What follows belongs to an exercise in optimizing a design on an open flow for a short achievable clock period and few clock cycles; a production flow would make more cautious choices. Only simulation tests tie the RTL to the original design; equivalence was not proved. Power and IR drop assume default switching activity.

[flow/design.v]
`timescale 1ns / 1ps
module microprocessor(
    input  wire        clk,
    input  wire        rst,
    output wire [4:0]  pc,
    input  wire [27:0] inst,
    output wire [4:0]  ram_addr,
    output wire [7:0]  ram_wdata,
    output wire        ram_we,
    input  wire [7:0]  ram_rdata,
    input  wire [4:0]  dbg_addr,
    output wire [7:0]  dbg_data,
    output reg         halted
);
localparam W = 6;
localparam EW = 3 + 8 + 5 + 5 + 9;
wire [3:0] d_op = inst[27:24];
wire d_mov  = (d_op == 4'b0000);
wire d_ldi  = (d_op == 4'b0001);
wire d_st   = (d_op == 4'b0010);
wire d_ildi = (d_op == 4'b0011);
wire d_br   = (d_op[3:2] == 2'b01);
wire d_load = (d_op == 4'b1110);
wire d_end  = (d_op == 4'b1111);
wire d_alu  = d_op[3] & ~(d_op[2] & d_op[1]);
wire d_wr   = d_mov | d_ldi | d_load | d_alu;
wire [4:0] d_wa = d_ldi ? inst[20:16] : d_alu ? inst[4:0] : inst[12:8];
wire [EW-1:0] d_entry = {d_op[2:0], inst[15:8], inst[20:16], d_wa,
                         d_wr, d_end, d_load, d_br, d_ildi, d_st, d_ldi, d_mov, d_alu};
reg [EW-1:0] icache [0:31];
reg [31:0]   ivalid;
reg [4:0]    fp;
assign pc = fp;
reg [7:0]  R [0:31];
reg [3:0]  flag;
reg        p_v    [0:W-1];    
reg        p_alu  [0:W-1], p_mov [0:W-1], p_ldi [0:W-1], p_ildi [0:W-1], p_load [0:W-1],
           p_st   [0:W-1], p_br  [0:W-1], p_end [0:W-1];
reg        p_we   [0:W-1];    
reg [4:0]  p_wa   [0:W-1];    
reg [2:0]  p_aop  [0:W-1];
reg [7:0]  p_imm  [0:W-1];
reg [4:0]  p_fa   [0:W-1];
reg [7:0]  p_va   [0:W-1], p_vb [0:W-1];
reg        p_ml   [0:W-1];    
reg [2:0]  p_ms   [0:W-1];
reg [7:0]  res  [0:W-1];
reg [3:0]  fl   [0:W-1];
reg [7:0]  lv   [0:W-1];
reg [7:0]  wd   [0:W-1];      
reg        wen  [0:W-1];
reg        tk;                
reg        redir;             
reg [4:0]  rtgt;
reg        x_end, x_alu, lsel;
reg [3:0]  nflag;
integer t, u;
function cout8;
    input [7:0] a, b;
    reg [7:0] g, p;
    reg [3:0] g2, p2;
    reg [1:0] g4, p4;
    integer q;
    begin
        g = a & b; p = a | b;
        for (q = 0; q < 4; q = q + 1) begin
            g2[q] = g[2*q+1] | (p[2*q+1] & g[2*q]);
            p2[q] = p[2*q+1] & p[2*q];
        end
        for (q = 0; q < 2; q = q + 1) begin
            g4[q] = g2[2*q+1] | (p2[2*q+1] & g2[2*q]);
            p4[q] = p2[2*q+1] & p2[2*q];
        end
        cout8 = g4[1] | (p4[1] & g4[0]);
    end
endfunction
function [11:0] alu;
    input [2:0] o;
    input [7:0] a, b;
    reg [7:0] r;
    reg big, one8, c, bw, zadd, zsub, zand, zor, bl, br;
    reg [2:0] sm1;
    begin
        big = |b[7:3];
        one8 = (b == 8'd8) | (~big & (b[2:0] != 3'd0));    
        sm1 = b[2:0] - 3'd1;
        c = cout8(a, b);
        bw = cout8(~a, b);                                  
        zadd = ((a ^ b) == {a[6:0] | b[6:0], 1'b0});        
        zsub = (a == b);
        zand = ~|(a & b);
        zor  = ~|(a | b);
        bl = one8 & a[3'd7 - sm1];
        br = one8 & a[sm1];
        case (o)
            3'd0: r = a + b;
            3'd1: r = a - b;
            3'd2: r = a & b;
            3'd3: r = a | b;
            3'd4: r = big ? 8'd0 : (a << b[2:0]);
            default: r = big ? 8'd0 : (a >> b[2:0]);
        endcase
        alu[11] = (o == 3'd5) & br;
        alu[10] = ((o == 3'd0) & ~c & zadd) | ((o == 3'd1) & ~bw & zsub) |
                  ((o == 3'd2) & zand) | ((o == 3'd3) & zor);
        alu[9]  = (o == 3'd1) & bw;
        alu[8]  = ((o == 3'd0) & c) | ((o == 3'd4) & bl);
        alu[7:0] = r;
    end
endfunction
always @(*) begin
    for (t = 0; t < W; t = t + 1) begin
        {fl[t], res[t]} = alu(p_aop[t], p_va[t], p_vb[t]);
        lv[t] = p_load[t] ? ram_rdata : res[t];
    end
    for (t = 0; t < W; t = t + 1) begin
        wd[t] = p_imm[t];
        if (p_mov[t]) begin
            wd[t] = p_va[t];
            for (u = 0; u < W; u = u + 1)
                if (p_ml[t] && p_ms[t] == u) wd[t] = lv[u];
        end
        if (p_load[t]) wd[t] = ram_rdata;
        if (p_alu[t])  wd[t] = res[t];
        wen[t] = p_v[t] & p_we[t];
    end
    tk = 1'b0; redir = 1'b0; rtgt = p_fa[0];
    for (t = 0; t < W; t = t + 1) begin
        if (p_v[t] && p_br[t]) begin
            tk = flag[p_aop[t][1:0]];
            for (u = 0; u < W; u = u + 1)
                if (u < t && p_alu[u]) tk = fl[u][p_aop[t][1:0]];
            redir = tk & (p_fa[t] != p_imm[t][4:0]);
            rtgt = p_fa[t];
        end
    end
    x_end = 1'b0; x_alu = 1'b0; nflag = 4'd0;
    for (t = 0; t < W; t = t + 1) begin
        if (p_v[t] && p_end[t]) x_end = 1'b1;
        if (p_v[t] && p_alu[t]) x_alu = 1'b1;
        lsel = p_v[t] & p_alu[t];
        for (u = 0; u < W; u = u + 1)
            if (u > t && p_v[u] && p_alu[u]) lsel = 1'b0;
        if (lsel) nflag = nflag | fl[t];
    end
    if (!x_alu) nflag = flag;
end
assign ram_we    = p_v[0] & p_st[0];
assign ram_addr  = p_load[0] ? p_fa[0] : p_imm[0][4:0];
assign ram_wdata = p_va[0];
genvar g;
generate
    for (g = 0; g < 32; g = g + 1) begin : rf
        reg [W-1:0] hit, sel;
        reg [7:0]   d;
        integer a, b;
        always @(*) begin
            for (a = 0; a < W; a = a + 1) hit[a] = wen[a] && p_wa[a] == g;
            d = 8'd0;
            for (a = 0; a < W; a = a + 1) begin
                sel[a] = hit[a];
                for (b = 0; b < W; b = b + 1)
                    if (b > a && hit[b]) sel[a] = 1'b0;
                if (sel[a]) d = d | wd[a];
            end
        end
        always @(posedge clk) begin
            if (rst)
                R[g] <= 8'd0;
            else if (|hit)
                R[g] <= d;
        end
    end
endgenerate
reg [4:0]  xpc  [0:W-1];      
reg [EW-1:0] e  [0:W-1];
reg        iv   [0:W-1];
reg [2:0]  aop  [0:W-1];
reg [4:0]  fa   [0:W-1];
reg [4:0]  fb   [0:W-1];
reg [7:0]  imm  [0:W-1];
reg [4:0]  wa   [0:W-1];
reg        wr   [0:W-1];
reg        is_mov [0:W-1], is_ldi [0:W-1], is_st [0:W-1], is_ildi [0:W-1], is_br [0:W-1],
           is_load [0:W-1], is_end [0:W-1], is_alu [0:W-1];
reg        late [0:W-1];                  
reg        mov2 [0:W-1];                  
reg [7:0]  rv_a [0:W-1], rv_b [0:W-1];    
reg [7:0]  va   [0:W-1], vb [0:W-1];      
reg        ml   [0:W-1];
reg [2:0]  ms   [0:W-1];
reg        ok   [0:W-1];
reg        jn   [0:W-1];
reg        last [0:W-1];
reg [4:0]  wad  [0:W-1];
reg        m_a [0:W-1][0:W-1], m_b [0:W-1][0:W-1];
reg        l_a [0:W-1][0:W-1], l_b [0:W-1][0:W-1];
reg        n_a [0:W-1], n_b [0:W-1];
reg        bad;
reg [W-1:0] h_a, h_b;
reg        s_a, s_b;
reg [7:0]  fw_a [0:W-1], fw_b [0:W-1];
reg [7:0]  ra0;
reg [4:0]  ildi_a;
integer k, j, i;
always @(*) begin
    for (k = 0; k < W; k = k + 1) begin
        e[k] = icache[xpc[k]];
        iv[k] = ivalid[xpc[k]];
        {aop[k], imm[k], fa[k], wa[k], wr[k], is_end[k], is_load[k], is_br[k], is_ildi[k],
         is_st[k], is_ldi[k], is_mov[k], is_alu[k]} = e[k];
        fb[k] = imm[k][4:0];
        late[k] = is_alu[k] | is_load[k];
    end
    for (k = 0; k < W; k = k + 1) begin
        for (j = 0; j < W; j = j + 1) begin
            m_a[j][k] = (j < k) && wr[j] && wa[j] == fa[k];
            m_b[j][k] = (j < k) && wr[j] && wa[j] == fb[k];
        end
        n_a[k] = 1'b1; n_b[k] = 1'b1;
        for (j = 0; j < W; j = j + 1) begin
            l_a[j][k] = m_a[j][k];
            l_b[j][k] = m_b[j][k];
            for (i = 0; i < W; i = i + 1)
                if (i > j) begin
                    if (m_a[i][k]) l_a[j][k] = 1'b0;
                    if (m_b[i][k]) l_b[j][k] = 1'b0;
                end
            if (m_a[j][k]) n_a[k] = 1'b0;
            if (m_b[j][k]) n_b[k] = 1'b0;
        end
        mov2[k] = is_mov[k] & n_a[k];
    end
    for (k = 0; k < W; k = k + 1) begin
        for (j = 0; j < W; j = j + 1) begin
            h_a[j] = wen[j] && p_wa[j] == fa[k];
            h_b[j] = wen[j] && p_wa[j] == fb[k];
        end
        fw_a[k] = (|h_a) ? 8'd0 : R[fa[k]];
        fw_b[k] = (|h_b) ? 8'd0 : R[fb[k]];
        for (j = 0; j < W; j = j + 1) begin
            s_a = h_a[j]; s_b = h_b[j];
            for (i = 0; i < W; i = i + 1)
                if (i > j) begin
                    if (h_a[i]) s_a = 1'b0;
                    if (h_b[i]) s_b = 1'b0;
                end
            if (s_a) fw_a[k] = fw_a[k] | wd[j];
            if (s_b) fw_b[k] = fw_b[k] | wd[j];
        end
    end
    ra0 = fw_a[0];
    ildi_a = ra0[4:0];
    rv_a[0] = ra0;
    rv_b[0] = fw_b[0];
    for (k = 1; k < W; k = k + 1) begin
        rv_a[k] = (is_ildi[0] && ildi_a == fa[k]) ? imm[0] : fw_a[k];
        rv_b[k] = (is_ildi[0] && ildi_a == fb[k]) ? imm[0] : fw_b[k];
    end
    for (k = 0; k < W; k = k + 1) begin
        va[k] = n_a[k] ? rv_a[k] : 8'd0;
        vb[k] = n_b[k] ? rv_b[k] : 8'd0;
        ml[k] = 1'b0; ms[k] = 3'd0;
        for (j = 0; j < W; j = j + 1) begin
            if (l_a[j][k]) va[k] = va[k] | (is_ldi[j] ? imm[j] : rv_a[j]);
            if (l_b[j][k]) vb[k] = vb[k] | (is_ldi[j] ? imm[j] : rv_a[j]);
            if (l_a[j][k] && late[j]) begin ml[k] = 1'b1; ms[k] = j; end
        end
        wad[k] = is_ildi[k] ? ildi_a : wa[k];
        if (k == 0) begin
            ok[k] = iv[k];
        end else begin
            bad = 1'b0;
            for (j = 0; j < W; j = j + 1) begin
                if (is_alu[k] && l_a[j][k] && (late[j] || (is_mov[j] && !mov2[j]))) bad = 1'b1;
                if (is_alu[k] && l_b[j][k] && (late[j] || (is_mov[j] && !mov2[j]))) bad = 1'b1;
                if (is_mov[k] && l_a[j][k] && is_mov[j] && !mov2[j]) bad = 1'b1;
            end
            ok[k] = iv[k] & ~is_st[k] & ~is_load[k] & ~is_ildi[k] & ~is_br[k-1] & ~is_end[k-1] & ~bad;
        end
        jn[k] = (k == 0) ? ok[0] : (jn[k-1] & ok[k]);
    end
    for (k = 0; k < W; k = k + 1)
        last[k] = jn[k] & ((k == W-1) ? 1'b1 : ~ok[(k+1) % W]);
end
reg [4:0] nxpc [0:W-1];
integer s, k2;
always @(*) begin
    for (s = 0; s < W; s = s + 1) begin
        nxpc[s] = jn[0] ? 5'd0 : xpc[s];
        for (k2 = 0; k2 < W; k2 = k2 + 1)
            if (last[k2])
                nxpc[s] = nxpc[s] | (is_br[k2] ? fb[k2] + s : xpc[0] + k2 + 1 + s);
    end
end
wire stop = halted | x_end;      
always @(posedge clk) begin
    if (rst) begin
        ivalid <= 32'd0;
        fp <= 5'd0;
    end else begin
        icache[fp] <= d_entry;
        ivalid[fp] <= 1'b1;
        fp <= (!iv[0] && fp != xpc[0]) ? xpc[0] : fp + 5'd1;
    end
end
always @(posedge clk) begin : ctl
    integer q;
    if (rst) begin
        for (q = 0; q < W; q = q + 1) begin
            xpc[q] <= q;
            p_v[q] <= 1'b0;
        end
        flag <= 4'd0;
        halted <= 1'b0;
    end else begin
        for (q = 0; q < W; q = q + 1) begin
            xpc[q] <= redir ? rtgt + q : nxpc[q];
            p_v[q] <= jn[q] & ~redir & ~stop;
        end
        flag <= nflag;
        if (x_end) halted <= 1'b1;
    end
    for (q = 0; q < W; q = q + 1) begin
        p_alu[q] <= is_alu[q]; p_mov[q] <= is_mov[q]; p_ldi[q] <= is_ldi[q];
        p_ildi[q] <= is_ildi[q]; p_load[q] <= is_load[q]; p_st[q] <= is_st[q];
        p_br[q] <= is_br[q]; p_end[q] <= is_end[q];
        p_we[q] <= wr[q] | is_ildi[q];
        p_wa[q] <= wad[q];
        p_aop[q] <= aop[q];
        p_imm[q] <= imm[q];
        p_fa[q] <= fa[q];
        p_va[q] <= va[q];
        p_vb[q] <= vb[q];
        p_ml[q] <= ml[q];
        p_ms[q] <= ms[q];
    end
end
assign dbg_data = R[dbg_addr];
endmodule
[flow/run.sh]
#!/bin/bash
# synth_recipe.tcl (not shown) runs the flow's synth.tcl, then flattens the netlist and writes it again
# the make line also repeats each setting of config.mk as NAME=value (left out here)
make -C /OpenROAD-flow-scripts/flow DESIGN_CONFIG=/design/flow/config.mk WORK_HOME=/design/flow/orfs CLKGATE_MAP_FILE= SYNTH_SCRIPT=/design/flow/synth_recipe.tcl finish
[flow/config.mk]
export PLATFORM = sky130hd
export DESIGN_NAME = microprocessor
export DESIGN_NICKNAME = microprocessor
export VERILOG_FILES = /design/flow/design.v
export SDC_FILE = /design/flow/constraint.sdc
export NUM_CORES = 4
export LEC_CHECK = 0
export CAP_MARGIN = 20
export CORE_MARGIN = 2
export CORE_UTILIZATION = 20
export MIN_ROUTING_LAYER = met2
export PLACE_DENSITY = 0.35
export SETUP_SLACK_MARGIN = 5
export SLEW_MARGIN = 20
[flow/constraint.sdc]
create_clock -name core_clock -period 10.0 [get_ports {clk}]
set_input_delay 2.0000 -clock core_clock [delete_from_list [all_inputs] [get_ports {clk}]]
set_output_delay 2.0000 -clock core_clock [all_outputs]
set_load 0.01 [all_outputs]
==> reports/qor.yml <==
clocking:
  clock-sinks: 1566
  cts_made_buffers: 218
  htreeDepth: 4
  clockRootBuffer: "clkbuf_16"
  hold_buffers: 0
  clk_path_buf_depth: 4
floorplan:
  die_height_um: 908.3
  initial_core_util_pct: 20.04
  rows: 332
  die_w_um: 908.3
  ioPinCount: 71
grt:
  overflow: 3040
  grt_pass1_wl_um: 2671000
  grt_max_degree: 121
  grt_pass1_vias: 302300
  grt_use_total_pct: 71.91
place:
  pre_cts_ws_ps: 1486
  hpwl_um: 1165000
  io_buffers: 64
  placed_cell_area_sq_mm: 0.1863
  place_congestion: 1.283
synth:
  synth_area_leaders: "mux4_2 22%, edfxtp_1 18%, dfxtp_1 7.4%"
  ys_seq_elements: 1566
  synth_simple_gate_area_share_pct: 14.13
  synth-edff-count: 960
  syn_nets: 16960
  syn_area_per_cell_sq_um: 9.827
  synthCells: 16640
  synth_common_cells: "1,629 x mux4_2, 1,287 x nor2_1, 1,208 x clkbuf_1"
  synth_top_area_share_pct: 22.43
  synth_cell_types: 126
  synth_compound_area_share_pct: 22.15
  yosysWarningCount: 63
  synth_top_family_by_area: "multiplexers"
  yosys.area_share.adder_pct: 2.136
  ys_seq_area_share_pct: 25.04
  yosys.area.top_type: "mux4_2"
  yosysMostFrequentCell: "mux4_2"
  synthArstFlopShare_pct: 0
  synthMuxAreaShare_pct: 27.49
  synthFlopType: "edfxtp_1"
  synth_xor_area_share_pct: 3.886
  netlist_area_sq_mm: 0.1635
status:
  stop_stage: "5_1_grt"
  outcome: "aborted with a tool error"
  error: "[ERROR GRT-0116] Global routing finished with congestion. Check the congestion regions in the DRC Viewer."
-- kinds of logic after synthesis --
logic type               after synthesis
AND/OR/NAND/NOR                     4705
multiplexers                        2430
buffers and inverters               2084
XOR/XNOR                             724
adder cells (fa/ha/maj)              272
AO/OA/AOI/OAI                       4861
flip-flops                          1566
-- power by group through the flow --
stage	sequential, W	combinational (W)	clock, W
4_1_cts	0.00877	0.0510	0.00874
3_5_place_dp	0.00909	0.0439	0
3_3_place_gp	0.00909	0.0443	0
2_1_floorplan	0.00808	0.0200	0
-- per-stage QoR --
| stage | std cells | util (%) |
|---|---|---|
| 2_1_floorplan | 16640 | - |
| 3_3_place_gp | 27470 | 22.81 |
| 3_5_place_dp | 27480 | 22.82 |
| 4_1_cts | 28580 | 25.77 |
-- worst min-delay path by stage --
stage	endpoint	cells after the start	slack (ps)	start
3_3_place_gp	R[19][3]	2	480	R[19][3]
4_1_cts	R[21][6]	2	490	R[21][6]
3_5_place_dp	R[21][6]	2	480	R[21][6]
2_1_floorplan	ivalid[18]	2	450	ivalid[18]
-- per-layer routing --
layer	overflow	GRT usage, %
met1	-	-
met2	564	75.35
met3	1725	79.48
met4	433	55.06
met5	318	59.43
-- repair_timing --
| item | 4_1_cts |
|---|---|
| endpoints found under the setup margin | 459 |
| resized for setup | 1996 |
| pin swaps | 342 |
| endpoints found under the hold margin | 0 |
| cloned | 64 |
| setup buffers | 636 |
Testbench counts, summed over its fixed seeds: cycles 9,839.
